Background: an optimization exercise with open tools, aiming at small area, a short achievable clock period and few clock cycles per item. Do not read the settings as production practice. In this exercise RTL edits were held to simulation tests only and were not proved equivalent to the original.

## flow/design.v (module list and top-level ports; edited modules follow where they fit)
// module des_ip: 6 lines
// module des_fp: 6 lines
// module des_pc1: 6 lines
// module des_subkey1: 6 lines
// module des_subkey2: 6 lines
// module des_subkey3: 6 lines
// module des_subkey4: 6 lines
// module des_subkey5: 6 lines
// module des_subkey6: 6 lines
// module des_subkey7: 6 lines
// module des_subkey8: 6 lines
// module des_subkey9: 6 lines
// module des_subkey10: 6 lines
// module des_subkey11: 6 lines
// module des_subkey12: 6 lines
// module des_subkey13: 6 lines
// module des_subkey14: 6 lines
// module des_subkey15: 6 lines
// module des_subkey16: 6 lines
// module des_sbk1: 79 lines
// module des_sbk2: 79 lines
// module des_sbk3: 79 lines
// module des_sbk4: 79 lines
// module des_sbk5: 79 lines
// module des_sbk6: 79 lines
// module des_sbk7: 79 lines
// module des_sbk8: 79 lines
// module des_round: 15 lines
// module des_rounds_1_4: 22 lines
// module des_rounds_5_8: 22 lines
// module des_rounds_9_12: 22 lines
// module des_rounds_13_16: 22 lines
// module des_enc: 51 lines
module des_enc (
    input         clk,
    input         rst,
    input         in_valid,
    output        in_ready,
    input  [63:0] in_block,
    input  [63:0] in_key,
    output        out_valid,
    output [63:0] out_block
);
  // ...
==> flow/flow/run.sh <==
#!/bin/bash
# Own flow: the standard layout (standard.sh), with the S-box modules replaced by
# pre-mapped gate-level netlists during synthesis (see swap.tcl).
set -euo pipefail
W=$(pwd)
export SYNTH_CANONICALIZE_TCL=$W/flow/swap.tcl
BUFFER_PORTS_ARGS="-buffer_cell sky130_fd_sc_hd__buf_1" bash standard.sh SETUP_SLACK_MARGIN=38.75 finish > $W/standard.log 2>&1 || { tail -50 $W/standard.log; exit 1; }
for f in $W/orfs/logs/*/*/*/*.log; do cp "$f" $W/ 2>/dev/null || true; done
tail -5 $W/standard.log
==> flow/flow/swap.tcl <==
# Run by ORFS's synthesis canonicalize step (SYNTH_CANONICALIZE_TCL): replace the
# behavioural S-box modules with the gate-level ones in sbk_gates.v. Registers and
# everything else go through the standard synthesis unchanged.
foreach m {des_sbk1 des_sbk2 des_sbk3 des_sbk4 des_sbk5 des_sbk6 des_sbk7 des_sbk8} {
  delete $m
}
read_verilog [file join [file dirname [info script]] sbk_gates.v]
hierarchy -check -top $::env(DESIGN_NAME)
==> flow/standard.sh <==
#!/bin/bash
# synth_recipe.tcl (not shown) runs the flow's synth.tcl, then flattens the netlist and writes it again
# the make line also repeats each setting of config.mk as NAME=value (left out here)
make -C /OpenROAD-flow-scripts/flow DESIGN_CONFIG=/design/flow/config.mk WORK_HOME=/design/flow/orfs CLKGATE_MAP_FILE= SYNTH_SCRIPT=/design/flow/synth_recipe.tcl "${@:-finish}"
==> flow/config.mk <==
export PLATFORM = sky130hd
export DESIGN_NAME = des_enc
export DESIGN_NICKNAME = des_enc
export VERILOG_FILES = /design/flow/design.v
export SDC_FILE = /design/flow/constraint.sdc
export NUM_CORES = 8
export LEC_CHECK = 0
export CAP_MARGIN = 20
export CORE_MARGIN = 2
export CORE_UTILIZATION = 40
export CTS_CLUSTER_DIAMETER = 100
export CTS_CLUSTER_SIZE = 30
export SLEW_MARGIN = 20
==> flow/constraint.sdc <==
create_clock -name core_clock -period 50.0 [get_ports {clk}]
set_input_delay 10.0000 -clock core_clock [delete_from_list [all_inputs] [get_ports {clk}]]
set_output_delay 10.0000 -clock core_clock [all_outputs]
set_load 0.01 [all_outputs]
Not shown: flow/flow/sbk_gates.v
==> flow_metrics.py, run 1 <==
metrics = {
    "min_path": {
        "whs_endpoint": "cd2_q[4]",
    },
    "detailed_routing": {
        "dr_wl_met3_um": 16000,
        "drt-initial-drc-count": 8715,
        "avgViaCountPerCell": 6.06,
        "wl_met1_um": 80800,
        "ant_nets": 0,
    },
    "worst_setup_path": {
        "crit_buf_inv": 1,
        "crit_cells": 1,
    },
    "run_status": {
        "status": "complete, no violations",
    },
    "clock_network": {
        "cts_hold_buf": 0,
    },
    "yosys": {
        "synth_edf_count": 0,
        "synthMuxAreaShare_pct": 0,
        "synth_xor_area_share_pct": 25.5,
        "synth_top_family_by_area": "simple AND/OR/NAND/NOR gates",
        "synth_top_area_share_pct": 20.0,
        "ys.warnings.count": 5,
        "ys_seq_area_share_pct": 20.0,
    },
    "run": {
        "drv_cap": 0,
    },
    "placed_design": {
        "io_buffers": 187,
        "place_ws_ns": 38.46,
    },
    "global_route": {
        "grt_antenna_before_repair": 5,
    },
    "layout": {
        "nMultiInputCombCells": 7366,
    },
    "floorplan": {
        "ios": 197,
    },
    "timing": {
        "slew_viol_final": 0,
    },
}
Testbench counts, summed over its fixed seeds: cycles 2,088, items 2,048.
==> run 2: changes to the inputs <==
==> flow/flow/sbk_gates.v (replaced) <==
module des_sbk1 (r, k, l, o);
input [5:0] r;
input [5:0] k;
input [3:0] l;
output [3:0] o;
wire [5:0] x;
wire [3:0] y;
wire c2, c3, c5, c6, c7, c8, c10, c11, c12, c13, c14, c15, c17, c21, c24, c25, c26, c28, c30, c32, c33, c37, c41, c44, c47, c49, c50, c51, c52, c54, c55, c56, c59, c60, c63, c66, c68, c69, c72, c74, c76, c79, c80, c81, c82, c84, c85, c86, c87, c89, c90, c91, c93;
sky130_fd_sc_hd__xnor2_1 i0 (.A(r[0]), .B(k[0]), .Y(x[0]));
sky130_fd_sc_hd__xnor2_1 i1 (.A(r[1]), .B(k[1]), .Y(x[1]));
sky130_fd_sc_hd__xor2_1 i2 (.A(r[2]), .B(k[2]), .X(x[2]));
sky130_fd_sc_hd__xor2_1 i3 (.A(r[3]), .B(k[3]), .X(x[3]));
sky130_fd_sc_hd__xnor2_1 i4 (.A(r[4]), .B(k[4]), .Y(x[4]));
sky130_fd_sc_hd__xnor2_1 i5 (.A(r[5]), .B(k[5]), .Y(x[5]));
sky130_fd_sc_hd__nand2_1 g2 (.A(x[3]), .B(x[5]), .Y(c2));
sky130_fd_sc_hd__nor2_1 g3 (.A(x[0]), .B(x[2]), .Y(c3));
sky130_fd_sc_hd__nor2_1 g5 (.A(x[1]), .B(x[4]), .Y(c5));
sky130_fd_sc_hd__inv_1 g6 (.A(x[5]), .Y(c6));
sky130_fd_sc_hd__a21oi_1 g7 (.A1(x[2]), .A2(x[0]), .B1(c3), .Y(c7));
sky130_fd_sc_hd__xor2_1 g8 (.A(x[2]), .B(x[5]), .X(c8));
sky130_fd_sc_hd__nor2_1 g10 (.A(x[3]), .B(c8), .Y(c10));
sky130_fd_sc_hd__nand2_1 g11 (.A(c8), .B(x[3]), .Y(c11));
sky130_fd_sc_hd__nor2_1 g12 (.A(c11), .B(c3), .Y(c12));
sky130_fd_sc_hd__nor2_1 g13 (.A(c10), .B(c7), .Y(c13));
sky130_fd_sc_hd__nor2_1 g14 (.A(c10), .B(c12), .Y(c14));
sky130_fd_sc_hd__nor2_1 g15 (.A(c8), .B(c6), .Y(c15));
sky130_fd_sc_hd__nor2_1 g17 (.A(x[3]), .B(x[5]), .Y(c17));
sky130_fd_sc_hd__nor2_1 g21 (.A(x[0]), .B(c17), .Y(c21));
sky130_fd_sc_hd__nand2_1 g24 (.A(c21), .B(c2), .Y(c24));
sky130_fd_sc_hd__xnor2_1 g25 (.A(x[0]), .B(x[3]), .Y(c25));
sky130_fd_sc_hd__or3_1 g26 (.A(x[4]), .B(c25), .C(c8), .X(c26));
sky130_fd_sc_hd__nand2_1 g28 (.A(c11), .B(c26), .Y(c28));
sky130_fd_sc_hd__o22ai_1 g30 (.A1(c10), .A2(c24), .B1(c25), .B2(c8), .Y(c30));
sky130_fd_sc_hd__a21oi_1 g32 (.A1(c14), .A2(c7), .B1(c30), .Y(c32));
sky130_fd_sc_hd__nor2_1 g33 (.A(c30), .B(c12), .Y(c33));
sky130_fd_sc_hd__a22oi_1 g37 (.A1(c32), .A2(c33), .B1(c7), .B2(c12), .Y(c37));
sky130_fd_sc_hd__nor2_1 g41 (.A(x[1]), .B(c5), .Y(c41));
sky130_fd_sc_hd__nor2_1 g44 (.A(c5), .B(x[4]), .Y(c44));
sky130_fd_sc_hd__nand2_1 g47 (.A(c15), .B(x[0]), .Y(c47));
sky130_fd_sc_hd__nor2_1 g49 (.A(c17), .B(c3), .Y(c49));
sky130_fd_sc_hd__nand2_1 g50 (.A(c47), .B(c24), .Y(c50));
sky130_fd_sc_hd__a222oi_1 g51 (.A1(c37), .A2(c5), .B1(c41), .B2(c33), .C1(c44), .C2(c50), .Y(c51));
sky130_fd_sc_hd__nor3_1 g52 (.A(c44), .B(c41), .C(c5), .Y(c52));
sky130_fd_sc_hd__o22ai_1 g54 (.A1(c8), .A2(x[0]), .B1(c17), .B2(c21), .Y(c54));
sky130_fd_sc_hd__nor2_1 g55 (.A(c49), .B(c25), .Y(c55));
sky130_fd_sc_hd__a21oi_1 g56 (.A1(c24), .A2(x[2]), .B1(c55), .Y(c56));
sky130_fd_sc_hd__a21oi_1 g59 (.A1(c6), .A2(c56), .B1(c15), .Y(c59));
sky130_fd_sc_hd__nand2_1 g60 (.A(c59), .B(c52), .Y(c60));
sky130_fd_sc_hd__and3_1 g63 (.A(c2), .B(c14), .C(c25), .X(c63));
sky130_fd_sc_hd__o21ai_0 g66 (.A1(c63), .A2(c30), .B1(c52), .Y(c66));
sky130_fd_sc_hd__inv_1 g68 (.A(c56), .Y(c68));
sky130_fd_sc_hd__nor2_1 g69 (.A(c28), .B(c63), .Y(c69));
sky130_fd_sc_hd__nand2_1 g72 (.A(c51), .B(c60), .Y(c72));
sky130_fd_sc_hd__a222oi_1 g74 (.A1(c5), .A2(c28), .B1(c69), .B2(c41), .C1(c44), .C2(c32), .Y(c74));
sky130_fd_sc_hd__nand2_1 g76 (.A(c66), .B(c74), .Y(c76));
sky130_fd_sc_hd__nand2_1 g79 (.A(c47), .B(c54), .Y(c79));
sky130_fd_sc_hd__clkinv_1 g80 (.A(c79), .Y(c80));
sky130_fd_sc_hd__a222oi_1 g81 (.A1(c5), .A2(c80), .B1(c41), .B2(c68), .C1(c44), .C2(c14), .Y(c81));
sky130_fd_sc_hd__a21o_1 g82 (.A1(c79), .A2(c25), .B1(c12), .X(c82));
sky130_fd_sc_hd__o22ai_1 g84 (.A1(c6), .A2(c82), .B1(c32), .B2(c3), .Y(c84));
sky130_fd_sc_hd__nand2_1 g85 (.A(c82), .B(c52), .Y(c85));
sky130_fd_sc_hd__a21oi_1 g86 (.A1(c25), .A2(c21), .B1(c55), .Y(c86));
sky130_fd_sc_hd__a222oi_1 g87 (.A1(c5), .A2(c13), .B1(c84), .B2(c41), .C1(c44), .C2(c86), .Y(c87));
sky130_fd_sc_hd__o21ai_0 g89 (.A1(c33), .A2(c60), .B1(c24), .Y(c89));
sky130_fd_sc_hd__nand2_1 g90 (.A(c81), .B(c85), .Y(c90));
sky130_fd_sc_hd__nand2_1 g91 (.A(c89), .B(c52), .Y(c91));
sky130_fd_sc_hd__nand2_1 g93 (.A(c91), .B(c87), .Y(c93));
assign y[0] = c72;
assign y[1] = c76;
assign y[2] = c90;
assign y[3] = c93;
sky130_fd_sc_hd__xnor2_1 o0 (.A(l[0]), .B(y[0]), .Y(o[0]));
sky130_fd_sc_hd__xnor2_1 o1 (.A(l[1]), .B(y[1]), .Y(o[1]));
sky130_fd_sc_hd__xnor2_1 o2 (.A(l[2]), .B(y[2]), .Y(o[2]));
sky130_fd_sc_hd__xnor2_1 o3 (.A(l[3]), .B(y[3]), .Y(o[3]));
endmodule

module des_sbk2 (r, k, l, o);
input [5:0] r;
input [5:0] k;
input [3:0] l;
output [3:0] o;
wire [5:0] x;
wire [3:0] y;
wire c0, c1, c2, c3, c4, c5, c6, c7, c8, c9, c12, c13, c14, c15, c17, c18, c26, c27, c28, c29, c30, c33, c34, c36, c37, c39, c40, c41, c43, c45, c46, c48, c50, c54, c57, c59, c61, c63, c65, c68, c69, c73, c78, c79, c80, c81, c84, c85, c89, c90;
sky130_fd_sc_hd__xnor2_1 i0 (.A(r[0]), .B(k[0]), .Y(x[0]));
sky130_fd_sc_hd__xnor2_1 i1 (.A(r[1]), .B(k[1]), .Y(x[1]));
sky130_fd_sc_hd__xnor2_1 i2 (.A(r[2]), .B(k[2]), .Y(x[2]));
sky130_fd_sc_hd__xnor2_1 i3 (.A(r[3]), .B(k[3]), .Y(x[3]));
sky130_fd_sc_hd__xor2_1 i4 (.A(r[4]), .B(k[4]), .X(x[4]));
sky130_fd_sc_hd__xor2_1 i5 (.A(r[5]), .B(k[5]), .X(x[5]));
sky130_fd_sc_hd__inv_1 g0 (.A(x[5]), .Y(c0));
sky130_fd_sc_hd__nor2_1 g1 (.A(x[4]), .B(x[0]), .Y(c1));
sky130_fd_sc_hd__and2_0 g2 (.A(x[0]), .B(x[4]), .X(c2));
sky130_fd_sc_hd__or2_0 g3 (.A(c1), .B(c2), .X(c3));
sky130_fd_sc_hd__inv_1 g4 (.A(c3), .Y(c4));
sky130_fd_sc_hd__nor2_1 g5 (.A(x[3]), .B(c3), .Y(c5));
sky130_fd_sc_hd__a21oi_1 g6 (.A1(x[3]), .A2(c1), .B1(c5), .Y(c6));
sky130_fd_sc_hd__nand2b_1 g7 (.A_N(x[2]), .B(x[4]), .Y(c7));
sky130_fd_sc_hd__nand2_1 g8 (.A(x[1]), .B(c7), .Y(c8));
sky130_fd_sc_hd__o21ai_0 g9 (.A1(x[2]), .A2(x[1]), .B1(c8), .Y(c9));
sky130_fd_sc_hd__xor2_1 g12 (.A(c6), .B(c9), .X(c12));
sky130_fd_sc_hd__nand2_1 g13 (.A(c12), .B(x[1]), .Y(c13));
sky130_fd_sc_hd__nor2_1 g14 (.A(x[3]), .B(x[4]), .Y(c14));
sky130_fd_sc_hd__nand2_1 g15 (.A(x[3]), .B(c3), .Y(c15));
sky130_fd_sc_hd__nor2b_1 g17 (.A(x[4]), .B_N(x[2]), .Y(c17));
sky130_fd_sc_hd__a22oi_1 g18 (.A1(x[4]), .A2(c5), .B1(c17), .B2(c4), .Y(c18));
sky130_fd_sc_hd__nand2_1 g26 (.A(c18), .B(c15), .Y(c26));
sky130_fd_sc_hd__xnor2_1 g27 (.A(c26), .B(c13), .Y(c27));
sky130_fd_sc_hd__a31oi_1 g28 (.A1(x[2]), .A2(c1), .A3(x[1]), .B1(c27), .Y(c28));
sky130_fd_sc_hd__o21ai_0 g29 (.A1(x[4]), .A2(c17), .B1(x[3]), .Y(c29));
sky130_fd_sc_hd__o21ai_0 g30 (.A1(x[2]), .A2(c4), .B1(c18), .Y(c30));
sky130_fd_sc_hd__o21ai_0 g33 (.A1(c14), .A2(x[1]), .B1(c30), .Y(c33));
sky130_fd_sc_hd__o21ai_0 g34 (.A1(x[1]), .A2(c29), .B1(c33), .Y(c34));
sky130_fd_sc_hd__a22oi_1 g36 (.A1(c0), .A2(c28), .B1(c34), .B2(x[5]), .Y(c36));
sky130_fd_sc_hd__nand2_1 g37 (.A(x[1]), .B(x[0]), .Y(c37));
sky130_fd_sc_hd__nor2_1 g39 (.A(x[0]), .B(x[1]), .Y(c39));
sky130_fd_sc_hd__nand3b_1 g40 (.A_N(c39), .B(c37), .C(x[3]), .Y(c40));
sky130_fd_sc_hd__o21ai_0 g41 (.A1(c29), .A2(c9), .B1(c17), .Y(c41));
sky130_fd_sc_hd__o21ai_0 g43 (.A1(x[3]), .A2(c37), .B1(c40), .Y(c43));
sky130_fd_sc_hd__xnor2_1 g45 (.A(c43), .B(c7), .Y(c45));
sky130_fd_sc_hd__nor3_1 g46 (.A(c2), .B(x[2]), .C(x[1]), .Y(c46));
sky130_fd_sc_hd__nor2_1 g48 (.A(c17), .B(c8), .Y(c48));
sky130_fd_sc_hd__nor2_1 g50 (.A(c5), .B(c46), .Y(c50));
sky130_fd_sc_hd__nor2_1 g54 (.A(x[1]), .B(c3), .Y(c54));
sky130_fd_sc_hd__nor2_1 g57 (.A(x[2]), .B(c40), .Y(c57));
sky130_fd_sc_hd__and3_1 g59 (.A(c41), .B(c4), .C(c50), .X(c59));
sky130_fd_sc_hd__o21ai_0 g61 (.A1(c50), .A2(c54), .B1(c41), .Y(c61));
sky130_fd_sc_hd__a31oi_1 g63 (.A1(c8), .A2(c18), .A3(c45), .B1(c61), .Y(c63));
sky130_fd_sc_hd__nor3_1 g65 (.A(c48), .B(c54), .C(x[3]), .Y(c65));
sky130_fd_sc_hd__nor3_1 g68 (.A(c65), .B(c59), .C(c57), .Y(c68));
sky130_fd_sc_hd__a22oi_1 g69 (.A1(c63), .A2(c0), .B1(c68), .B2(x[5]), .Y(c69));
sky130_fd_sc_hd__o21ai_0 g73 (.A1(x[2]), .A2(c2), .B1(x[1]), .Y(c73));
sky130_fd_sc_hd__nand2_1 g78 (.A(c15), .B(c73), .Y(c78));
sky130_fd_sc_hd__a22o_1 g79 (.A1(c78), .A2(c15), .B1(c29), .B2(c46), .X(c79));
sky130_fd_sc_hd__a31oi_1 g80 (.A1(c0), .A2(c73), .A3(c78), .B1(c79), .Y(c80));
sky130_fd_sc_hd__nand2_1 g81 (.A(c7), .B(c73), .Y(c81));
sky130_fd_sc_hd__o31ai_1 g84 (.A1(c4), .A2(c81), .A3(c14), .B1(c80), .Y(c84));
sky130_fd_sc_hd__a22oi_1 g85 (.A1(c0), .A2(c80), .B1(x[5]), .B2(c84), .Y(c85));
sky130_fd_sc_hd__a21oi_1 g89 (.A1(c39), .A2(c17), .B1(c45), .Y(c89));
sky130_fd_sc_hd__a22oi_1 g90 (.A1(c0), .A2(c12), .B1(x[5]), .B2(c89), .Y(c90));
assign y[0] = c36;
assign y[1] = c69;
assign y[2] = c85;
assign y[3] = c90;
sky130_fd_sc_hd__xor2_1 o0 (.A(l[0]), .B(y[0]), .X(o[0]));
sky130_fd_sc_hd__xor2_1 o1 (.A(l[1]), .B(y[1]), .X(o[1]));
sky130_fd_sc_hd__xor2_1 o2 (.A(l[2]), .B(y[2]), .X(o[2]));
sky130_fd_sc_hd__xor2_1 o3 (.A(l[3]), .B(y[3]), .X(o[3]));
endmodule

module des_sbk3 (r, k, l, o);
input [5:0] r;
input [5:0] k;
input [3:0] l;
output [3:0] o;
wire [5:0] x;
wire [3:0] y;
wire c3, c4, c5, c6, c7, c8, c9, c11, c12, c13, c17, c18, c21, c22, c25, c26, c29, c30, c31, c33, c34, c37, c41, c44, c46, c50, c53, c54, c59, c60, c62, c63, c66, c69, c70, c71, c72, c74, c75, c76, c79, c81, c82, c84, c85, c86, c87, c88;
sky130_fd_sc_hd__xnor2_1 i0 (.A(r[0]), .B(k[0]), .Y(x[0]));
sky130_fd_sc_hd__xor2_1 i1 (.A(r[1]), .B(k[1]), .X(x[1]));
sky130_fd_sc_hd__xor2_1 i2 (.A(r[2]), .B(k[2]), .X(x[2]));
sky130_fd_sc_hd__xnor2_1 i3 (.A(r[3]), .B(k[3]), .Y(x[3]));
sky130_fd_sc_hd__xnor2_1 i4 (.A(r[4]), .B(k[4]), .Y(x[4]));
sky130_fd_sc_hd__xor2_1 i5 (.A(r[5]), .B(k[5]), .X(x[5]));
sky130_fd_sc_hd__nand2_1 g3 (.A(x[2]), .B(x[3]), .Y(c3));
sky130_fd_sc_hd__nor2_1 g4 (.A(x[5]), .B(x[4]), .Y(c4));
sky130_fd_sc_hd__xor2_1 g5 (.A(x[2]), .B(x[0]), .X(c5));
sky130_fd_sc_hd__xor2_1 g6 (.A(x[3]), .B(x[0]), .X(c6));
sky130_fd_sc_hd__nand2_1 g7 (.A(x[1]), .B(c6), .Y(c7));
sky130_fd_sc_hd__o21ai_0 g8 (.A1(c5), .A2(x[1]), .B1(c7), .Y(c8));
sky130_fd_sc_hd__nor2_1 g9 (.A(c8), .B(x[4]), .Y(c9));
sky130_fd_sc_hd__o21ai_0 g11 (.A1(x[3]), .A2(c7), .B1(x[1]), .Y(c11));
sky130_fd_sc_hd__nor2_1 g12 (.A(x[4]), .B(c4), .Y(c12));
sky130_fd_sc_hd__xnor2_1 g13 (.A(x[3]), .B(x[1]), .Y(c13));
sky130_fd_sc_hd__nor2_1 g17 (.A(x[1]), .B(c6), .Y(c17));
sky130_fd_sc_hd__nor2b_1 g18 (.A(c17), .B_N(c7), .Y(c18));
sky130_fd_sc_hd__nor2_1 g21 (.A(c18), .B(c5), .Y(c21));
sky130_fd_sc_hd__a21oi_1 g22 (.A1(c13), .A2(c5), .B1(c21), .Y(c22));
sky130_fd_sc_hd__nand2_1 g25 (.A(c7), .B(x[2]), .Y(c25));
sky130_fd_sc_hd__a21boi_0 g26 (.A1(c22), .A2(c8), .B1_N(c12), .Y(c26));
sky130_fd_sc_hd__nor2_1 g29 (.A(c4), .B(x[5]), .Y(c29));
sky130_fd_sc_hd__a222oi_1 g30 (.A1(c4), .A2(c9), .B1(c25), .B2(c26), .C1(c29), .C2(c8), .Y(c30));
sky130_fd_sc_hd__nor3_1 g31 (.A(c29), .B(c12), .C(c4), .Y(c31));
sky130_fd_sc_hd__nor2_1 g33 (.A(c3), .B(c11), .Y(c33));
sky130_fd_sc_hd__nand2_1 g34 (.A(c5), .B(c11), .Y(c34));
sky130_fd_sc_hd__xnor2_1 g37 (.A(c5), .B(c13), .Y(c37));
sky130_fd_sc_hd__nand2_1 g41 (.A(c31), .B(c22), .Y(c41));
sky130_fd_sc_hd__o21ai_0 g44 (.A1(c11), .A2(c5), .B1(c34), .Y(c44));
sky130_fd_sc_hd__nand2b_1 g46 (.A_N(x[3]), .B(c37), .Y(c46));
sky130_fd_sc_hd__a31oi_1 g50 (.A1(x[1]), .A2(c5), .A3(c25), .B1(c17), .Y(c50));
sky130_fd_sc_hd__o21ai_0 g53 (.A1(c17), .A2(c5), .B1(c46), .Y(c53));
sky130_fd_sc_hd__nor2_1 g54 (.A(c53), .B(c33), .Y(c54));
sky130_fd_sc_hd__nor2_1 g59 (.A(c21), .B(c54), .Y(c59));
sky130_fd_sc_hd__o21ai_0 g60 (.A1(x[1]), .A2(c25), .B1(c18), .Y(c60));
sky130_fd_sc_hd__nor2_1 g62 (.A(c34), .B(c25), .Y(c62));
sky130_fd_sc_hd__o22ai_1 g63 (.A1(c34), .A2(c46), .B1(c62), .B2(c37), .Y(c63));
sky130_fd_sc_hd__a222oi_1 g66 (.A1(c4), .A2(c59), .B1(c12), .B2(c60), .C1(c63), .C2(c29), .Y(c66));
sky130_fd_sc_hd__nor2_1 g69 (.A(c13), .B(x[1]), .Y(c69));
sky130_fd_sc_hd__nor2_1 g70 (.A(c33), .B(c69), .Y(c70));
sky130_fd_sc_hd__nand2_1 g71 (.A(c41), .B(c30), .Y(c71));
sky130_fd_sc_hd__clkinv_1 g72 (.A(c37), .Y(c72));
sky130_fd_sc_hd__nand3_1 g74 (.A(c70), .B(c46), .C(c31), .Y(c74));
sky130_fd_sc_hd__nand2_1 g75 (.A(c31), .B(c44), .Y(c75));
sky130_fd_sc_hd__nand2_1 g76 (.A(c46), .B(c22), .Y(c76));
sky130_fd_sc_hd__o21ai_0 g79 (.A1(c50), .A2(c69), .B1(c3), .Y(c79));
sky130_fd_sc_hd__a222oi_1 g81 (.A1(c79), .A2(c4), .B1(c50), .B2(c12), .C1(c29), .C2(c53), .Y(c81));
sky130_fd_sc_hd__nand2_1 g82 (.A(c31), .B(c54), .Y(c82));
sky130_fd_sc_hd__a21oi_1 g84 (.A1(c70), .A2(c25), .B1(c62), .Y(c84));
sky130_fd_sc_hd__a222oi_1 g85 (.A1(c4), .A2(c76), .B1(c12), .B2(c72), .C1(c84), .C2(c29), .Y(c85));
sky130_fd_sc_hd__nand2_1 g86 (.A(c82), .B(c81), .Y(c86));
sky130_fd_sc_hd__nand2_1 g87 (.A(c75), .B(c85), .Y(c87));
sky130_fd_sc_hd__nand2_1 g88 (.A(c74), .B(c66), .Y(c88));
assign y[0] = c71;
assign y[1] = c88;
assign y[2] = c86;
assign y[3] = c87;
sky130_fd_sc_hd__xor2_1 o0 (.A(l[0]), .B(y[0]), .X(o[0]));
sky130_fd_sc_hd__xor2_1 o1 (.A(l[1]), .B(y[1]), .X(o[1]));
sky130_fd_sc_hd__xor2_1 o2 (.A(l[2]), .B(y[2]), .X(o[2]));
sky130_fd_sc_hd__xor2_1 o3 (.A(l[3]), .B(y[3]), .X(o[3]));
endmodule

module des_sbk4 (r, k, l, o);
input [5:0] r;
input [5:0] k;
input [3:0] l;
output [3:0] o;
wire [5:0] x;
wire [3:0] y;
wire c2, c4, c6, c7, c10, c13, c14, c15, c19, c21, c22, c24, c29, c30, c33, c34, c35, c36, c38, c39, c42, c43, c46, c47, c48, c49, c53, c55, c56, c59, c61, c64, c66, c68, c69;
sky130_fd_sc_hd__xor2_1 i0 (.A(r[0]), .B(k[0]), .X(x[0]));
sky130_fd_sc_hd__xor2_1 i1 (.A(r[1]), .B(k[1]), .X(x[1]));
sky130_fd_sc_hd__xor2_1 i2 (.A(r[2]), .B(k[2]), .X(x[2]));
sky130_fd_sc_hd__xor2_1 i3 (.A(r[3]), .B(k[3]), .X(x[3]));
sky130_fd_sc_hd__xnor2_1 i4 (.A(r[4]), .B(k[4]), .Y(x[4]));
sky130_fd_sc_hd__xor2_1 i5 (.A(r[5]), .B(k[5]), .X(x[5]));
sky130_fd_sc_hd__inv_1 g2 (.A(x[0]), .Y(c2));
sky130_fd_sc_hd__xor2_1 g4 (.A(x[5]), .B(x[2]), .X(c4));
sky130_fd_sc_hd__xor2_1 g6 (.A(x[4]), .B(x[5]), .X(c6));
sky130_fd_sc_hd__nand2_1 g7 (.A(x[3]), .B(c6), .Y(c7));
sky130_fd_sc_hd__xnor2_1 g10 (.A(c7), .B(c4), .Y(c10));
sky130_fd_sc_hd__nor2_1 g13 (.A(x[2]), .B(x[4]), .Y(c13));
sky130_fd_sc_hd__clkinv_1 g14 (.A(x[5]), .Y(c14));
sky130_fd_sc_hd__o21ai_0 g15 (.A1(c14), .A2(x[3]), .B1(x[1]), .Y(c15));
sky130_fd_sc_hd__a21oi_1 g19 (.A1(x[3]), .A2(c14), .B1(x[1]), .Y(c19));
sky130_fd_sc_hd__nor2_1 g21 (.A(c15), .B(c13), .Y(c21));
sky130_fd_sc_hd__a21boi_0 g22 (.A1(c14), .A2(c19), .B1_N(c7), .Y(c22));
sky130_fd_sc_hd__a22oi_1 g24 (.A1(c13), .A2(c15), .B1(c21), .B2(c7), .Y(c24));
sky130_fd_sc_hd__o21ai_0 g29 (.A1(x[4]), .A2(c4), .B1(c19), .Y(c29));
sky130_fd_sc_hd__o21ai_0 g30 (.A1(c10), .A2(x[1]), .B1(c24), .Y(c30));
sky130_fd_sc_hd__nor2_1 g33 (.A(x[3]), .B(c6), .Y(c33));
sky130_fd_sc_hd__nor2_1 g34 (.A(c4), .B(c33), .Y(c34));
sky130_fd_sc_hd__nor2_1 g35 (.A(c33), .B(x[1]), .Y(c35));
sky130_fd_sc_hd__a21o_1 g36 (.A1(c24), .A2(c10), .B1(c34), .X(c36));
sky130_fd_sc_hd__o22ai_1 g38 (.A1(x[4]), .A2(c15), .B1(c24), .B2(c35), .Y(c38));
sky130_fd_sc_hd__nand2_1 g39 (.A(c30), .B(c2), .Y(c39));
sky130_fd_sc_hd__o21ai_0 g42 (.A1(c36), .A2(c15), .B1(c38), .Y(c42));
sky130_fd_sc_hd__nand2_1 g43 (.A(x[2]), .B(c33), .Y(c43));
sky130_fd_sc_hd__o211ai_1 g46 (.A1(c10), .A2(c4), .B1(c15), .C1(x[3]), .Y(c46));
sky130_fd_sc_hd__nand3_1 g47 (.A(c46), .B(c43), .C(c42), .Y(c47));
sky130_fd_sc_hd__o21ai_0 g48 (.A1(c47), .A2(c2), .B1(c39), .Y(c48));
sky130_fd_sc_hd__a22oi_1 g49 (.A1(c2), .A2(c47), .B1(c30), .B2(x[0]), .Y(c49));
sky130_fd_sc_hd__or3_1 g53 (.A(c19), .B(x[4]), .C(c13), .X(c53));
sky130_fd_sc_hd__o21ai_0 g55 (.A1(c29), .A2(c33), .B1(c53), .Y(c55));
sky130_fd_sc_hd__a21oi_1 g56 (.A1(x[1]), .A2(c36), .B1(c55), .Y(c56));
sky130_fd_sc_hd__a21oi_1 g59 (.A1(x[2]), .A2(c53), .B1(c22), .Y(c59));
sky130_fd_sc_hd__nor3_1 g61 (.A(c34), .B(c19), .C(x[3]), .Y(c61));
sky130_fd_sc_hd__a311oi_1 g64 (.A1(c22), .A2(x[2]), .A3(c35), .B1(c61), .C1(c59), .Y(c64));
sky130_fd_sc_hd__inv_1 g66 (.A(c64), .Y(c66));
sky130_fd_sc_hd__a22oi_1 g68 (.A1(c56), .A2(c2), .B1(c64), .B2(x[0]), .Y(c68));
sky130_fd_sc_hd__a22oi_1 g69 (.A1(c66), .A2(c2), .B1(x[0]), .B2(c56), .Y(c69));
assign y[0] = c48;
assign y[1] = c49;
assign y[2] = c68;
assign y[3] = c69;
sky130_fd_sc_hd__xor2_1 o0 (.A(l[0]), .B(y[0]), .X(o[0]));
sky130_fd_sc_hd__xor2_1 o1 (.A(l[1]), .B(y[1]), .X(o[1]));
sky130_fd_sc_hd__xor2_1 o2 (.A(l[2]), .B(y[2]), .X(o[2]));
sky130_fd_sc_hd__xor2_1 o3 (.A(l[3]), .B(y[3]), .X(o[3]));
endmodule

module des_sbk5 (r, k, l, o);
input [5:0] r;
input [5:0] k;
input [3:0] l;
output [3:0] o;
wire [5:0] x;
wire [3:0] y;
wire c1, c2, c5, c7, c10, c11, c15, c16, c18, c19, c21, c22, c24, c25, c26, c29, c30, c33, c35, c36, c37, c38, c40, c41, c42, c43, c44, c46, c50, c51, c53, c54, c56, c61, c63, c64, c65, c68, c69, c70, c71, c75, c76, c79, c80, c82, c86, c87, c90, c91, c92;
sky130_fd_sc_hd__xor2_1 i0 (.A(r[0]), .B(k[0]), .X(x[0]));
sky130_fd_sc_hd__xnor2_1 i1 (.A(r[1]), .B(k[1]), .Y(x[1]));
sky130_fd_sc_hd__xor2_1 i2 (.A(r[2]), .B(k[2]), .X(x[2]));
sky130_fd_sc_hd__xor2_1 i3 (.A(r[3]), .B(k[3]), .X(x[3]));
sky130_fd_sc_hd__xnor2_1 i4 (.A(r[4]), .B(k[4]), .Y(x[4]));
sky130_fd_sc_hd__xnor2_1 i5 (.A(r[5]), .B(k[5]), .Y(x[5]));
sky130_fd_sc_hd__or3_1 g1 (.A(x[0]), .B(x[1]), .C(x[0]), .X(c1));
sky130_fd_sc_hd__nor2_1 g2 (.A(x[4]), .B(x[2]), .Y(c2));
sky130_fd_sc_hd__inv_1 g5 (.A(x[3]), .Y(c5));
sky130_fd_sc_hd__nor2_1 g7 (.A(c5), .B(x[5]), .Y(c7));
sky130_fd_sc_hd__nor2_1 g10 (.A(x[5]), .B(x[1]), .Y(c10));
sky130_fd_sc_hd__o21ai_0 g11 (.A1(x[0]), .A2(x[3]), .B1(x[1]), .Y(c11));
sky130_fd_sc_hd__and2_0 g15 (.A(x[5]), .B(x[1]), .X(c15));
sky130_fd_sc_hd__nor2_1 g16 (.A(c15), .B(c10), .Y(c16));
sky130_fd_sc_hd__inv_1 g18 (.A(x[0]), .Y(c18));
sky130_fd_sc_hd__nand2_1 g19 (.A(c18), .B(c10), .Y(c19));
sky130_fd_sc_hd__nand3_1 g21 (.A(c16), .B(x[0]), .C(c5), .Y(c21));
sky130_fd_sc_hd__o211ai_1 g22 (.A1(c5), .A2(c16), .B1(c21), .C1(c19), .Y(c22));
sky130_fd_sc_hd__o22ai_1 g24 (.A1(c18), .A2(c5), .B1(x[3]), .B2(c10), .Y(c24));
sky130_fd_sc_hd__o22ai_1 g25 (.A1(c22), .A2(c11), .B1(c7), .B2(c24), .Y(c25));
sky130_fd_sc_hd__a22oi_1 g26 (.A1(c18), .A2(c5), .B1(x[3]), .B2(x[0]), .Y(c26));
sky130_fd_sc_hd__nor4_1 g29 (.A(x[0]), .B(c10), .C(c15), .D(x[3]), .Y(c29));
sky130_fd_sc_hd__a21oi_1 g30 (.A1(c15), .A2(c26), .B1(c29), .Y(c30));
sky130_fd_sc_hd__o21ai_0 g33 (.A1(c25), .A2(c5), .B1(c30), .Y(c33));
sky130_fd_sc_hd__nor2_1 g35 (.A(c33), .B(c10), .Y(c35));
sky130_fd_sc_hd__a21oi_1 g36 (.A1(c7), .A2(c1), .B1(c35), .Y(c36));
sky130_fd_sc_hd__nor2_1 g37 (.A(c2), .B(x[2]), .Y(c37));
sky130_fd_sc_hd__nand3_1 g38 (.A(x[0]), .B(c16), .C(x[3]), .Y(c38));
sky130_fd_sc_hd__nand3_1 g40 (.A(c38), .B(c30), .C(c19), .Y(c40));
sky130_fd_sc_hd__nand2_1 g41 (.A(x[3]), .B(c40), .Y(c41));
sky130_fd_sc_hd__nand2_1 g42 (.A(c41), .B(c21), .Y(c42));
sky130_fd_sc_hd__nor2_1 g43 (.A(c2), .B(x[4]), .Y(c43));
sky130_fd_sc_hd__and3_1 g44 (.A(x[1]), .B(x[0]), .C(x[3]), .X(c44));
sky130_fd_sc_hd__a21oi_1 g46 (.A1(x[1]), .A2(c16), .B1(c44), .Y(c46));
sky130_fd_sc_hd__a32o_1 g50 (.A1(c21), .A2(c46), .A3(c41), .B1(c44), .B2(c40), .X(c50));
sky130_fd_sc_hd__a222oi_1 g51 (.A1(c36), .A2(c2), .B1(c42), .B2(c37), .C1(c50), .C2(c43), .Y(c51));
sky130_fd_sc_hd__nand2_1 g53 (.A(x[1]), .B(c50), .Y(c53));
sky130_fd_sc_hd__nor2b_1 g54 (.A(c43), .B_N(x[2]), .Y(c54));
sky130_fd_sc_hd__o2111ai_1 g56 (.A1(c5), .A2(c1), .B1(c54), .C1(c53), .D1(c21), .Y(c56));
sky130_fd_sc_hd__nand2b_1 g61 (.A_N(x[5]), .B(c26), .Y(c61));
sky130_fd_sc_hd__nand2_1 g63 (.A(c46), .B(c61), .Y(c63));
sky130_fd_sc_hd__nand2_1 g64 (.A(c54), .B(c22), .Y(c64));
sky130_fd_sc_hd__a211oi_1 g65 (.A1(c63), .A2(c46), .B1(c29), .C1(c44), .Y(c65));
sky130_fd_sc_hd__o21a_1 g68 (.A1(c24), .A2(c42), .B1(c43), .X(c68));
sky130_fd_sc_hd__nand2_1 g69 (.A(c51), .B(c56), .Y(c69));
sky130_fd_sc_hd__a222oi_1 g70 (.A1(c63), .A2(c2), .B1(c65), .B2(c37), .C1(c68), .C2(c46), .Y(c70));
sky130_fd_sc_hd__nand2_1 g71 (.A(c54), .B(c25), .Y(c71));
sky130_fd_sc_hd__o21ai_0 g75 (.A1(c40), .A2(x[5]), .B1(c30), .Y(c75));
sky130_fd_sc_hd__a222oi_1 g76 (.A1(c75), .A2(c2), .B1(c33), .B2(c37), .C1(x[2]), .C2(c40), .Y(c76));
sky130_fd_sc_hd__nand2_1 g79 (.A(c70), .B(c71), .Y(c79));
sky130_fd_sc_hd__xnor2_1 g80 (.A(c76), .B(c54), .Y(c80));
sky130_fd_sc_hd__a21oi_1 g82 (.A1(c1), .A2(c18), .B1(c10), .Y(c82));
sky130_fd_sc_hd__o21ai_0 g86 (.A1(c82), .A2(c7), .B1(c38), .Y(c86));
sky130_fd_sc_hd__a21oi_1 g87 (.A1(c61), .A2(c86), .B1(c44), .Y(c87));
sky130_fd_sc_hd__o32a_1 g90 (.A1(c29), .A2(c26), .A3(c63), .B1(x[5]), .B2(c11), .X(c90));
sky130_fd_sc_hd__a222oi_1 g91 (.A1(c2), .A2(c86), .B1(c37), .B2(c87), .C1(c90), .C2(c43), .Y(c91));
sky130_fd_sc_hd__nand2_1 g92 (.A(c91), .B(c64), .Y(c92));
assign y[0] = c69;
assign y[1] = c79;
assign y[2] = c80;
assign y[3] = c92;
sky130_fd_sc_hd__xor2_1 o0 (.A(l[0]), .B(y[0]), .X(o[0]));
sky130_fd_sc_hd__xor2_1 o1 (.A(l[1]), .B(y[1]), .X(o[1]));
sky130_fd_sc_hd__xor2_1 o2 (.A(l[2]), .B(y[2]), .X(o[2]));
sky130_fd_sc_hd__xor2_1 o3 (.A(l[3]), .B(y[3]), .X(o[3]));
endmodule

module des_sbk6 (r, k, l, o);
input [5:0] r;
input [5:0] k;
input [3:0] l;
output [3:0] o;
wire [5:0] x;
wire [3:0] y;
wire c0, c1, c2, c3, c4, c5, c6, c7, c9, c11, c12, c14, c15, c17, c18, c19, c24, c26, c30, c31, c33, c34, c36, c37, c39, c40, c41, c43, c45, c46, c49, c50, c54, c58, c60, c61, c63, c64, c66, c67, c68, c69, c73, c75, c78, c81, c84, c85, c89, c90;
sky130_fd_sc_hd__xnor2_1 i0 (.A(r[0]), .B(k[0]), .Y(x[0]));
sky130_fd_sc_hd__xor2_1 i1 (.A(r[1]), .B(k[1]), .X(x[1]));
sky130_fd_sc_hd__xnor2_1 i2 (.A(r[2]), .B(k[2]), .Y(x[2]));
sky130_fd_sc_hd__xor2_1 i3 (.A(r[3]), .B(k[3]), .X(x[3]));
sky130_fd_sc_hd__xor2_1 i4 (.A(r[4]), .B(k[4]), .X(x[4]));
sky130_fd_sc_hd__xnor2_1 i5 (.A(r[5]), .B(k[5]), .Y(x[5]));
sky130_fd_sc_hd__nand2_1 g0 (.A(x[0]), .B(x[1]), .Y(c0));
sky130_fd_sc_hd__nor2_1 g1 (.A(x[4]), .B(x[3]), .Y(c1));
sky130_fd_sc_hd__nor2_1 g2 (.A(x[0]), .B(x[2]), .Y(c2));
sky130_fd_sc_hd__nand3_1 g3 (.A(x[2]), .B(x[0]), .C(x[5]), .Y(c3));
sky130_fd_sc_hd__nand2_1 g4 (.A(x[2]), .B(x[5]), .Y(c4));
sky130_fd_sc_hd__nor2_1 g5 (.A(c4), .B(x[1]), .Y(c5));
sky130_fd_sc_hd__nor2_1 g6 (.A(x[2]), .B(x[5]), .Y(c6));
sky130_fd_sc_hd__nand2b_1 g7 (.A_N(c6), .B(c4), .Y(c7));
sky130_fd_sc_hd__o21ai_0 g9 (.A1(x[0]), .A2(x[1]), .B1(c0), .Y(c9));
sky130_fd_sc_hd__nor2b_1 g11 (.A(c0), .B_N(c7), .Y(c11));
sky130_fd_sc_hd__nor2b_1 g12 (.A(c2), .B_N(x[5]), .Y(c12));
sky130_fd_sc_hd__nand2_1 g14 (.A(x[5]), .B(c9), .Y(c14));
sky130_fd_sc_hd__o21a_1 g15 (.A1(c12), .A2(c9), .B1(c14), .X(c15));
sky130_fd_sc_hd__nor2b_1 g17 (.A(c7), .B_N(c15), .Y(c17));
sky130_fd_sc_hd__nor2_1 g18 (.A(x[3]), .B(c1), .Y(c18));
sky130_fd_sc_hd__xor2_1 g19 (.A(c9), .B(c7), .X(c19));
sky130_fd_sc_hd__nor3_1 g24 (.A(c5), .B(c2), .C(c17), .Y(c24));
sky130_fd_sc_hd__nor2_1 g26 (.A(c19), .B(c6), .Y(c26));
sky130_fd_sc_hd__nor2_1 g30 (.A(x[4]), .B(c1), .Y(c30));
sky130_fd_sc_hd__xnor2_1 g31 (.A(c26), .B(x[0]), .Y(c31));
sky130_fd_sc_hd__nor2_1 g33 (.A(x[0]), .B(c7), .Y(c33));
sky130_fd_sc_hd__a21oi_1 g34 (.A1(c24), .A2(c15), .B1(c19), .Y(c34));
sky130_fd_sc_hd__nor2_1 g36 (.A(c11), .B(c33), .Y(c36));
sky130_fd_sc_hd__o21ai_0 g37 (.A1(c19), .A2(c26), .B1(c36), .Y(c37));
sky130_fd_sc_hd__a21oi_1 g39 (.A1(c37), .A2(c14), .B1(c5), .Y(c39));
sky130_fd_sc_hd__o21ai_0 g40 (.A1(x[1]), .A2(c14), .B1(c39), .Y(c40));
sky130_fd_sc_hd__a222oi_1 g41 (.A1(c24), .A2(c1), .B1(c31), .B2(c18), .C1(c40), .C2(c30), .Y(c41));
sky130_fd_sc_hd__nor3_1 g43 (.A(c18), .B(c30), .C(c1), .Y(c43));
sky130_fd_sc_hd__nand2_1 g45 (.A(c43), .B(c39), .Y(c45));
sky130_fd_sc_hd__nand2_1 g46 (.A(x[1]), .B(c6), .Y(c46));
sky130_fd_sc_hd__nand2_1 g49 (.A(c45), .B(c41), .Y(c49));
sky130_fd_sc_hd__nand2_1 g50 (.A(c46), .B(c3), .Y(c50));
sky130_fd_sc_hd__nor3_1 g54 (.A(x[1]), .B(c12), .C(c6), .Y(c54));
sky130_fd_sc_hd__nand2_1 g58 (.A(c54), .B(c43), .Y(c58));
sky130_fd_sc_hd__nor2_1 g60 (.A(c54), .B(c50), .Y(c60));
sky130_fd_sc_hd__nand2_1 g61 (.A(c3), .B(c26), .Y(c61));
sky130_fd_sc_hd__o21ai_0 g63 (.A1(x[5]), .A2(c60), .B1(c61), .Y(c63));
sky130_fd_sc_hd__a21oi_1 g64 (.A1(c46), .A2(c19), .B1(c33), .Y(c64));
sky130_fd_sc_hd__a222oi_1 g66 (.A1(c1), .A2(c60), .B1(c18), .B2(c63), .C1(c64), .C2(c30), .Y(c66));
sky130_fd_sc_hd__nor2_1 g67 (.A(c50), .B(c17), .Y(c67));
sky130_fd_sc_hd__nand2_1 g68 (.A(c67), .B(c43), .Y(c68));
sky130_fd_sc_hd__or3_1 g69 (.A(c5), .B(c24), .C(c54), .X(c69));
sky130_fd_sc_hd__nand3_1 g73 (.A(c69), .B(c43), .C(c61), .Y(c73));
sky130_fd_sc_hd__nand2_1 g75 (.A(c0), .B(c60), .Y(c75));
sky130_fd_sc_hd__nand2_1 g78 (.A(c66), .B(c73), .Y(c78));
sky130_fd_sc_hd__a222oi_1 g81 (.A1(c1), .A2(c34), .B1(c15), .B2(c18), .C1(c30), .C2(c75), .Y(c81));
sky130_fd_sc_hd__nand2_1 g84 (.A(c68), .B(c81), .Y(c84));
sky130_fd_sc_hd__o22ai_1 g85 (.A1(c19), .A2(c2), .B1(c61), .B2(c43), .Y(c85));
sky130_fd_sc_hd__a222oi_1 g89 (.A1(c1), .A2(c37), .B1(c18), .B2(c36), .C1(c85), .C2(x[3]), .Y(c89));
sky130_fd_sc_hd__nand2_1 g90 (.A(c58), .B(c89), .Y(c90));
assign y[0] = c49;
assign y[1] = c78;
assign y[2] = c84;
assign y[3] = c90;
sky130_fd_sc_hd__xor2_1 o0 (.A(l[0]), .B(y[0]), .X(o[0]));
sky130_fd_sc_hd__xor2_1 o1 (.A(l[1]), .B(y[1]), .X(o[1]));
sky130_fd_sc_hd__xnor2_1 o2 (.A(l[2]), .B(y[2]), .Y(o[2]));
sky130_fd_sc_hd__xnor2_1 o3 (.A(l[3]), .B(y[3]), .Y(o[3]));
endmodule

module des_sbk7 (r, k, l, o);
input [5:0] r;
input [5:0] k;
input [3:0] l;
output [3:0] o;
wire [5:0] x;
wire [3:0] y;
wire c0, c2, c3, c4, c5, c6, c7, c10, c11, c12, c13, c17, c18, c19, c20, c26, c29, c30, c31, c32, c33, c34, c37, c39, c46, c47, c48, c50, c53, c54, c55, c57, c59, c60, c62, c63, c69, c70, c75, c77, c79, c80, c81, c82, c84, c85, c86, c87, c88;
sky130_fd_sc_hd__xor2_1 i0 (.A(r[0]), .B(k[0]), .X(x[0]));
sky130_fd_sc_hd__xnor2_1 i1 (.A(r[1]), .B(k[1]), .Y(x[1]));
sky130_fd_sc_hd__xor2_1 i2 (.A(r[2]), .B(k[2]), .X(x[2]));
sky130_fd_sc_hd__xnor2_1 i3 (.A(r[3]), .B(k[3]), .Y(x[3]));
sky130_fd_sc_hd__xor2_1 i4 (.A(r[4]), .B(k[4]), .X(x[4]));
sky130_fd_sc_hd__xnor2_1 i5 (.A(r[5]), .B(k[5]), .Y(x[5]));
sky130_fd_sc_hd__nand2_1 g0 (.A(x[5]), .B(x[3]), .Y(c0));
sky130_fd_sc_hd__nor2_1 g2 (.A(x[0]), .B(c0), .Y(c2));
sky130_fd_sc_hd__nor2_1 g3 (.A(x[2]), .B(x[4]), .Y(c3));
sky130_fd_sc_hd__xnor2_1 g4 (.A(x[0]), .B(x[1]), .Y(c4));
sky130_fd_sc_hd__nor2_1 g5 (.A(x[5]), .B(x[3]), .Y(c5));
sky130_fd_sc_hd__nand2_1 g6 (.A(x[1]), .B(x[5]), .Y(c6));
sky130_fd_sc_hd__nand2b_1 g7 (.A_N(c5), .B(c0), .Y(c7));
sky130_fd_sc_hd__nor2_1 g10 (.A(c7), .B(c4), .Y(c10));
sky130_fd_sc_hd__a21oi_1 g11 (.A1(c4), .A2(c7), .B1(c10), .Y(c11));
sky130_fd_sc_hd__clkinv_1 g12 (.A(c11), .Y(c12));
sky130_fd_sc_hd__nor2_1 g13 (.A(x[2]), .B(c3), .Y(c13));
sky130_fd_sc_hd__nor2_1 g17 (.A(c7), .B(x[5]), .Y(c17));
sky130_fd_sc_hd__nor2_1 g18 (.A(x[1]), .B(x[0]), .Y(c18));
sky130_fd_sc_hd__nand2_1 g19 (.A(c7), .B(c18), .Y(c19));
sky130_fd_sc_hd__nor2_1 g20 (.A(x[5]), .B(c18), .Y(c20));
sky130_fd_sc_hd__a21oi_1 g26 (.A1(x[5]), .A2(c4), .B1(c20), .Y(c26));
sky130_fd_sc_hd__a21o_1 g29 (.A1(x[0]), .A2(c17), .B1(c26), .X(c29));
sky130_fd_sc_hd__nor2_1 g30 (.A(c3), .B(x[4]), .Y(c30));
sky130_fd_sc_hd__nand2_1 g31 (.A(x[3]), .B(c4), .Y(c31));
sky130_fd_sc_hd__a22oi_1 g32 (.A1(c17), .A2(x[1]), .B1(c11), .B2(c31), .Y(c32));
sky130_fd_sc_hd__a21oi_1 g33 (.A1(c32), .A2(c31), .B1(c2), .Y(c33));
sky130_fd_sc_hd__a222oi_1 g34 (.A1(c12), .A2(c3), .B1(c29), .B2(c13), .C1(c30), .C2(c33), .Y(c34));
sky130_fd_sc_hd__nor3_1 g37 (.A(c13), .B(c3), .C(c30), .Y(c37));
sky130_fd_sc_hd__o21ai_0 g39 (.A1(c12), .A2(x[5]), .B1(c6), .Y(c39));
sky130_fd_sc_hd__nand2_1 g46 (.A(c7), .B(x[1]), .Y(c46));
sky130_fd_sc_hd__o31ai_1 g47 (.A1(c26), .A2(x[1]), .A3(c39), .B1(c46), .Y(c47));
sky130_fd_sc_hd__o21ai_0 g48 (.A1(c26), .A2(c6), .B1(c12), .Y(c48));
sky130_fd_sc_hd__nand2_1 g50 (.A(c37), .B(c47), .Y(c50));
sky130_fd_sc_hd__nor3_1 g53 (.A(c18), .B(x[0]), .C(x[3]), .Y(c53));
sky130_fd_sc_hd__a21oi_1 g54 (.A1(x[0]), .A2(c17), .B1(c53), .Y(c54));
sky130_fd_sc_hd__nand2_1 g55 (.A(c34), .B(c50), .Y(c55));
sky130_fd_sc_hd__nand2_1 g57 (.A(c48), .B(c37), .Y(c57));
sky130_fd_sc_hd__nand2_1 g59 (.A(c54), .B(c19), .Y(c59));
sky130_fd_sc_hd__a21oi_1 g60 (.A1(c54), .A2(c12), .B1(c7), .Y(c60));
sky130_fd_sc_hd__nand2_1 g62 (.A(c46), .B(c59), .Y(c62));
sky130_fd_sc_hd__a222oi_1 g63 (.A1(c3), .A2(c62), .B1(c13), .B2(c59), .C1(c60), .C2(c30), .Y(c63));
sky130_fd_sc_hd__a21oi_1 g69 (.A1(x[1]), .A2(c54), .B1(c10), .Y(c69));
sky130_fd_sc_hd__a222oi_1 g70 (.A1(c3), .A2(c39), .B1(c32), .B2(c13), .C1(c69), .C2(c30), .Y(c70));
sky130_fd_sc_hd__o22ai_1 g75 (.A1(c18), .A2(x[1]), .B1(c5), .B2(c11), .Y(c75));
sky130_fd_sc_hd__nand2_1 g77 (.A(c75), .B(c37), .Y(c77));
sky130_fd_sc_hd__a21oi_1 g79 (.A1(c75), .A2(c32), .B1(c53), .Y(c79));
sky130_fd_sc_hd__nor3_1 g80 (.A(c17), .B(c12), .C(c18), .Y(c80));
sky130_fd_sc_hd__nand2_1 g81 (.A(c77), .B(c70), .Y(c81));
sky130_fd_sc_hd__nand2_1 g82 (.A(c57), .B(c63), .Y(c82));
sky130_fd_sc_hd__a21o_1 g84 (.A1(c59), .A2(c31), .B1(c80), .X(c84));
sky130_fd_sc_hd__a222oi_1 g85 (.A1(c79), .A2(c3), .B1(c84), .B2(c13), .C1(c30), .C2(c80), .Y(c85));
sky130_fd_sc_hd__a21oi_1 g86 (.A1(c32), .A2(c17), .B1(c80), .Y(c86));
sky130_fd_sc_hd__nand2_1 g87 (.A(c37), .B(c86), .Y(c87));
sky130_fd_sc_hd__nand2_1 g88 (.A(c87), .B(c85), .Y(c88));
assign y[0] = c55;
assign y[1] = c82;
assign y[2] = c81;
assign y[3] = c88;
sky130_fd_sc_hd__xor2_1 o0 (.A(l[0]), .B(y[0]), .X(o[0]));
sky130_fd_sc_hd__xnor2_1 o1 (.A(l[1]), .B(y[1]), .Y(o[1]));
sky130_fd_sc_hd__xor2_1 o2 (.A(l[2]), .B(y[2]), .X(o[2]));
sky130_fd_sc_hd__xnor2_1 o3 (.A(l[3]), .B(y[3]), .Y(o[3]));
endmodule

module des_sbk8 (r, k, l, o);
input [5:0] r;
input [5:0] k;
input [3:0] l;
output [3:0] o;
wire [5:0] x;
wire [3:0] y;
wire c0, c2, c3, c5, c7, c8, c9, c14, c17, c18, c22, c23, c26, c29, c30, c31, c32, c34, c36, c37, c39, c40, c43, c44, c45, c47, c48, c50, c51, c52, c54, c56, c57, c60, c63, c66, c68, c70, c71, c72, c73, c75, c79, c80, c81, c84, c87, c88, c89;
sky130_fd_sc_hd__xor2_1 i0 (.A(r[0]), .B(k[0]), .X(x[0]));
sky130_fd_sc_hd__xor2_1 i1 (.A(r[1]), .B(k[1]), .X(x[1]));
sky130_fd_sc_hd__xor2_1 i2 (.A(r[2]), .B(k[2]), .X(x[2]));
sky130_fd_sc_hd__xor2_1 i3 (.A(r[3]), .B(k[3]), .X(x[3]));
sky130_fd_sc_hd__xnor2_1 i4 (.A(r[4]), .B(k[4]), .Y(x[4]));
sky130_fd_sc_hd__xor2_1 i5 (.A(r[5]), .B(k[5]), .X(x[5]));
sky130_fd_sc_hd__nor2_1 g0 (.A(x[0]), .B(x[5]), .Y(c0));
sky130_fd_sc_hd__nor2b_1 g2 (.A(x[1]), .B_N(x[3]), .Y(c2));
sky130_fd_sc_hd__nand2_1 g3 (.A(c2), .B(x[4]), .Y(c3));
sky130_fd_sc_hd__nor2_1 g5 (.A(x[2]), .B(x[4]), .Y(c5));
sky130_fd_sc_hd__nor2_1 g7 (.A(x[3]), .B(c5), .Y(c7));
sky130_fd_sc_hd__and2_0 g8 (.A(x[4]), .B(x[2]), .X(c8));
sky130_fd_sc_hd__nand2_1 g9 (.A(x[0]), .B(c3), .Y(c9));
sky130_fd_sc_hd__nor2_1 g14 (.A(c5), .B(c8), .Y(c14));
sky130_fd_sc_hd__nor2_1 g17 (.A(c2), .B(c14), .Y(c17));
sky130_fd_sc_hd__a21oi_1 g18 (.A1(c14), .A2(c2), .B1(c17), .Y(c18));
sky130_fd_sc_hd__and2_0 g22 (.A(x[3]), .B(c5), .X(c22));
sky130_fd_sc_hd__o21ai_0 g23 (.A1(c22), .A2(c7), .B1(x[1]), .Y(c23));
sky130_fd_sc_hd__o21ai_0 g26 (.A1(c18), .A2(x[1]), .B1(c23), .Y(c26));
sky130_fd_sc_hd__nor2_1 g29 (.A(x[5]), .B(c26), .Y(c29));
sky130_fd_sc_hd__nor2_1 g30 (.A(c0), .B(x[0]), .Y(c30));
sky130_fd_sc_hd__nor2_1 g31 (.A(x[4]), .B(x[3]), .Y(c31));
sky130_fd_sc_hd__or2_0 g32 (.A(c31), .B(x[1]), .X(c32));
sky130_fd_sc_hd__o21ai_0 g34 (.A1(c8), .A2(c32), .B1(c23), .Y(c34));
sky130_fd_sc_hd__nand2_1 g36 (.A(c18), .B(x[0]), .Y(c36));
sky130_fd_sc_hd__nand2_1 g37 (.A(x[1]), .B(c31), .Y(c37));
sky130_fd_sc_hd__nor2_1 g39 (.A(x[2]), .B(c31), .Y(c39));
sky130_fd_sc_hd__nor2_1 g40 (.A(c0), .B(x[5]), .Y(c40));
sky130_fd_sc_hd__nand2_1 g43 (.A(x[1]), .B(c39), .Y(c43));
sky130_fd_sc_hd__or3_1 g44 (.A(c30), .B(c29), .C(c34), .X(c44));
sky130_fd_sc_hd__a21oi_1 g45 (.A1(x[3]), .A2(x[4]), .B1(c32), .Y(c45));
sky130_fd_sc_hd__a31oi_1 g47 (.A1(c23), .A2(c18), .A3(x[4]), .B1(c45), .Y(c47));
sky130_fd_sc_hd__and2_0 g48 (.A(c37), .B(c47), .X(c48));
sky130_fd_sc_hd__a21oi_1 g50 (.A1(c43), .A2(c48), .B1(c22), .Y(c50));
sky130_fd_sc_hd__a222oi_1 g51 (.A1(c29), .A2(c0), .B1(c34), .B2(c30), .C1(c40), .C2(c50), .Y(c51));
sky130_fd_sc_hd__nor2_1 g52 (.A(c18), .B(c39), .Y(c52));
sky130_fd_sc_hd__nor2_1 g54 (.A(c9), .B(c40), .Y(c54));
sky130_fd_sc_hd__nor2_1 g56 (.A(c22), .B(c48), .Y(c56));
sky130_fd_sc_hd__nand2b_1 g57 (.A_N(c56), .B(c54), .Y(c57));
sky130_fd_sc_hd__a21oi_1 g60 (.A1(c17), .A2(x[1]), .B1(c45), .Y(c60));
sky130_fd_sc_hd__nor2b_1 g63 (.A(c7), .B_N(c14), .Y(c63));
sky130_fd_sc_hd__a21oi_1 g66 (.A1(c43), .A2(c26), .B1(c63), .Y(c66));
sky130_fd_sc_hd__nor2_1 g68 (.A(c45), .B(c52), .Y(c68));
sky130_fd_sc_hd__a222oi_1 g70 (.A1(c0), .A2(c60), .B1(c30), .B2(c66), .C1(c68), .C2(c40), .Y(c70));
sky130_fd_sc_hd__o21ai_0 g71 (.A1(c50), .A2(c66), .B1(c47), .Y(c71));
sky130_fd_sc_hd__nand2_1 g72 (.A(c71), .B(c54), .Y(c72));
sky130_fd_sc_hd__a21oi_1 g73 (.A1(c34), .A2(c43), .B1(c63), .Y(c73));
sky130_fd_sc_hd__nand2_1 g75 (.A(c57), .B(c51), .Y(c75));
sky130_fd_sc_hd__inv_1 g79 (.A(c73), .Y(c79));
sky130_fd_sc_hd__a222oi_1 g80 (.A1(c36), .A2(x[5]), .B1(c0), .B2(c79), .C1(c40), .C2(c73), .Y(c80));
sky130_fd_sc_hd__a22oi_1 g81 (.A1(c80), .A2(c80), .B1(c48), .B2(c30), .Y(c81));
sky130_fd_sc_hd__a21oi_1 g84 (.A1(c45), .A2(c14), .B1(c17), .Y(c84));
sky130_fd_sc_hd__a222oi_1 g87 (.A1(c56), .A2(c0), .B1(c30), .B2(c84), .C1(c26), .C2(c40), .Y(c87));
sky130_fd_sc_hd__nand2_1 g88 (.A(c70), .B(c72), .Y(c88));
sky130_fd_sc_hd__nand2_1 g89 (.A(c87), .B(c44), .Y(c89));
assign y[0] = c75;
assign y[1] = c88;
assign y[2] = c81;
assign y[3] = c89;
sky130_fd_sc_hd__xor2_1 o0 (.A(l[0]), .B(y[0]), .X(o[0]));
sky130_fd_sc_hd__xor2_1 o1 (.A(l[1]), .B(y[1]), .X(o[1]));
sky130_fd_sc_hd__xor2_1 o2 (.A(l[2]), .B(y[2]), .X(o[2]));
sky130_fd_sc_hd__xor2_1 o3 (.A(l[3]), .B(y[3]), .X(o[3]));
endmodule

--- a/flow/config.mk
+++ b/flow/config.mk
@@ -12,2 +12,3 @@
 export CTS_CLUSTER_SIZE = 30
+export PLACE_DENSITY = 0.85
 export SLEW_MARGIN = 20
==> run 2 against run 1 <==
  * Design area fell by 0.74%
  * Via count rose by 3.3%
  * Core utilization rose by 0.11 points
  * Critical endpoint is now out_block[7]
  * Largest cell class unchanged
  * Highest routed layer is now met5
==> flow_metrics.py, run 2 <==
metrics = {
    "run_status": {
        "status": "complete, no violations",
    },
    "yosys": {
        "synth_xor_area_share_pct": 24.6,
        "synth_top_family_by_area": "compound AO/OA/AOI/OAI gates",
        "synth.avg_cell_area_um2": 6.84,
        "synth_common_cells": "nand2_1, nor2_1, xor2_1, xnor2_1, o21ai_0",
        "synth_cells": 7996,
        "synth_top_area_share_pct": 20.1,
        "ys.warnings.count": 5,
        "syn-cell-area_mm2": 0.0547,
        "yosysMostFrequentCell": "nand2_1",
        "synth.distinct_cells": 36,
        "synth_compound_area_share_pct": 27.2,
        "synth_seq_cells": 549,
        "synthArstFlopShare_pct": 0,
        "syn-num-nets": 8127,
        "synth-simple-area-share_pct": 26.7,
        "yosysTopAreaCell": "dfxtp_1",
        "synth_adder_area_share_pct": 0,
        "synth_edf_count": 0,
        "synthMuxAreaShare_pct": 0,
        "ys_seq_area_share_pct": 20.1,
        "yosys_most_used_dff": "dfxtp_1",
        "synth_area_leaders": "dfxtp_1, xor2_1, xnor2_1",
    },
    "global_route": {
        "gr-total-overflow": 0,
        "grt_antenna_before_repair": 3,
        "grt_usage_pct": 29.2,
        "grt_max_degree": 31,
        "grt_pass1_vias": 57000,
        "grt_first_pass_wirelength_um": 322000,
    },
    "timing": {
        "fin_crit_ns": 11.15,
        "worst_pin_slew_ns": 1.20,
        "fin_skew_ns": 0.0482,
        "tns_ns": 0,
        "relSlewSlack_pct": 19.2,
        "period_share_pct": 22.3,
        "rsz0062_at_grt": "yes",
        "fmax_mhz": 89.6,
        "hold_viol": 0,
        "setup_viol": 0,
        "slew_viol_final": 0,
    },
    "placed_design": {
        "io_buffers": 187,
        "dp.cells": 9980,
        "dpl.hpwl_um": 177000,
        "place_congestion": 1.09,
        "dpl_cell_area_mm2": 0.0577,
    },
    "floorplan": {
        "die_w_um": 374,
        "num_rows": 135,
        "core_mm2": 0.136,
        "initial_utilization_pct": 40.3,
        "dieArea_mm2": 0.140,
        "die_h_um": 374,
        "ios": 197,
    },
    "detailed_routing": {
        "ant_nets": 0,
        "avgViaCountPerCell": 6.34,
        "dr.pass1.iters": 13,
        "drc": 0,
        "wirelength_um": 219000,
        "drt-initial-drc-count": 10800,
        "wl_per_cell_um": 21.8,
        "vias": 63700,
    },
    "layout": {
        "syn_to_final_growth_pct": 10.7,
        "final_cell_area_mm2": 0.0606,
        "final_common_cell": "nand2_1",
        "nFillCells": 13600,
        "final_cell_mix": "nand2_1, nor2_1, xor2_1",
        "fin_cells": 10000,
        "finalNetCount": 8370,
        "drive_above_1_share_pct": 3.07,
    },
    "worst_setup_path": {
        "worstPathArrival_ns": 1.15,
        "path_cells": "buf_1",
        "start_kind": "register",
        "critical_path_required_ns": 40.00,
        "crit_buf_inv": 1,
        "crit_cells": 1,
        "crit_slowest_cell": "dfxtp_1",
        "startpoint": "out_q[7]",
        "cp_max_fo": 1,
        "critPathMaxStageDelay_ns": 0.34,
        "r2r-start": "cd2_q[10]",
        "cp-endpoint": "out_block[7]",
        "path_delay_family": "flip-flops",
        "reg2reg_to": "lr3_q[2]",
        "cp-end-kind": "output port",
        "rr_worst_depth": 39,
        "crit_type": "reg2out",
        "ff2ff_setup_slack_ns": 39.19,
    },
    "clock_network": {
        "clockBufferDepth": 3,
        "cts_root_buf": "clkbuf_16",
        "numCtsBuffers": 36,
        "cts.clk_slew.worst_paths_ns": 0.10,
        "cts.sinks": 549,
        "cts_htree_levels": 2,
        "clk_latency_ns": 0.68,
        "cts_hold_buf": 0,
        "cts_tree": "built",
    },
    "min_path": {
        "hold_path_class": "reg2reg",
    },
    "run": {
        "drv_cap": 0,
    },
}
[run 2: cell types whose count changed after synthesis, moves of 48 or more]
cell and delta:
xnor2_1 -48, or3_1 +48, inv_1 +64, nand3_1 +48, nand2_1 -176
[run 2: kinds of logic (layout without fill, tap and decap cells)]
| logic type | after synthesis | count (layout) |
|---|---|---|
| simple gates | 3445 | 3445 |
| compound gates | 2256 | 2256 |
| xor+xnor | 1536 | 1536 |
| flops | 549 | 549 |
| buf+inv | 209 | 478 |
| other cells | 1 | 3 |
[run 2: layout make-up]
cell class,count,area [um^2],area share (%)
clock buffers,39,932,1.54
well taps,1781,2230,3.68
repair buffers,206,845,1.39
flip-flops and latches,549,11000,18.2
diodes,2,5.00,0.00826
multi-input cells,7238,44300,73.1
inverters,208,781,1.29
clock inverters,25,527,0.870
[run 2: worst min path at each step]
stage               startpoint   endpoint  slack, ns  cells after the start
floorplan            cd0_q[17]  cd1_q[17]       0.37                      0
global placement        v_q[3]     v_q[4]       0.42                      1
detailed placement      v_q[3]     v_q[4]       0.43                      1
CTS                     v_q[3]     v_q[4]       0.45                      1
global route            v_q[2]     v_q[3]       0.47                      1
finish                  v_q[3]     v_q[4]       0.44                      1
[run 2: timing repair]
item,in CTS,in global routing
pin swaps,0,1
gates cloned,0,0
gates resized for setup,1,181
endpoints found under the setup margin,1,125
buffers inserted,0,2
[run 2: per-stage QoR]
stage	hold WS, ns	setup slack (ns)	utilization, %
after CTS	0.446	38.83	43.7
after global routing	0.465	38.65	44.7
after floorplan	0.373	39.67	-
after global placement	0.419	38.83	42.6
final	0.438	38.85	44.7
after detailed placement	0.428	38.76	42.6
[run 2: metal layers]
layer	share of wire (%)	track usage, %
met3	11	4.76
met2	43	46.8
met1	34	32.8
met4	12	28.2
met5	0.0059	0

## static timing again, ports no longer ideal
How much do the figures lean on ideal ports? The routed layouts below were timed once more, with nothing changed but the port constraints.
Step 1 assumes that a clkbuf_16 drives the clock port and a buf_2 every other input.
Step 2, shift: input delay + t, output delay - t, t = (earliest + latest rising clock arrival at the registers) / 2. This alone moves slack from input paths to output paths.
Slacks: ideal ports / drivers / drivers and shift; pairs: ideal ports / drivers.
| run | shift t [ns] | setup WS [ns] | worst setup path at the end | slew at the worst register clock pin (ns) | cell pins on the clock port's net |
|---|---|---|---|---|---|
| run 1 | 0.746 | 38.839 / 38.757 / 39.370 | register to register | 0.11 / 0.11 | 1 |
| run 2 | 0.722 | 38.845 / 38.770 / 39.190 | register to register | 0.12 / 0.12 | 1 |
After both steps every run listed still meets setup and hold.
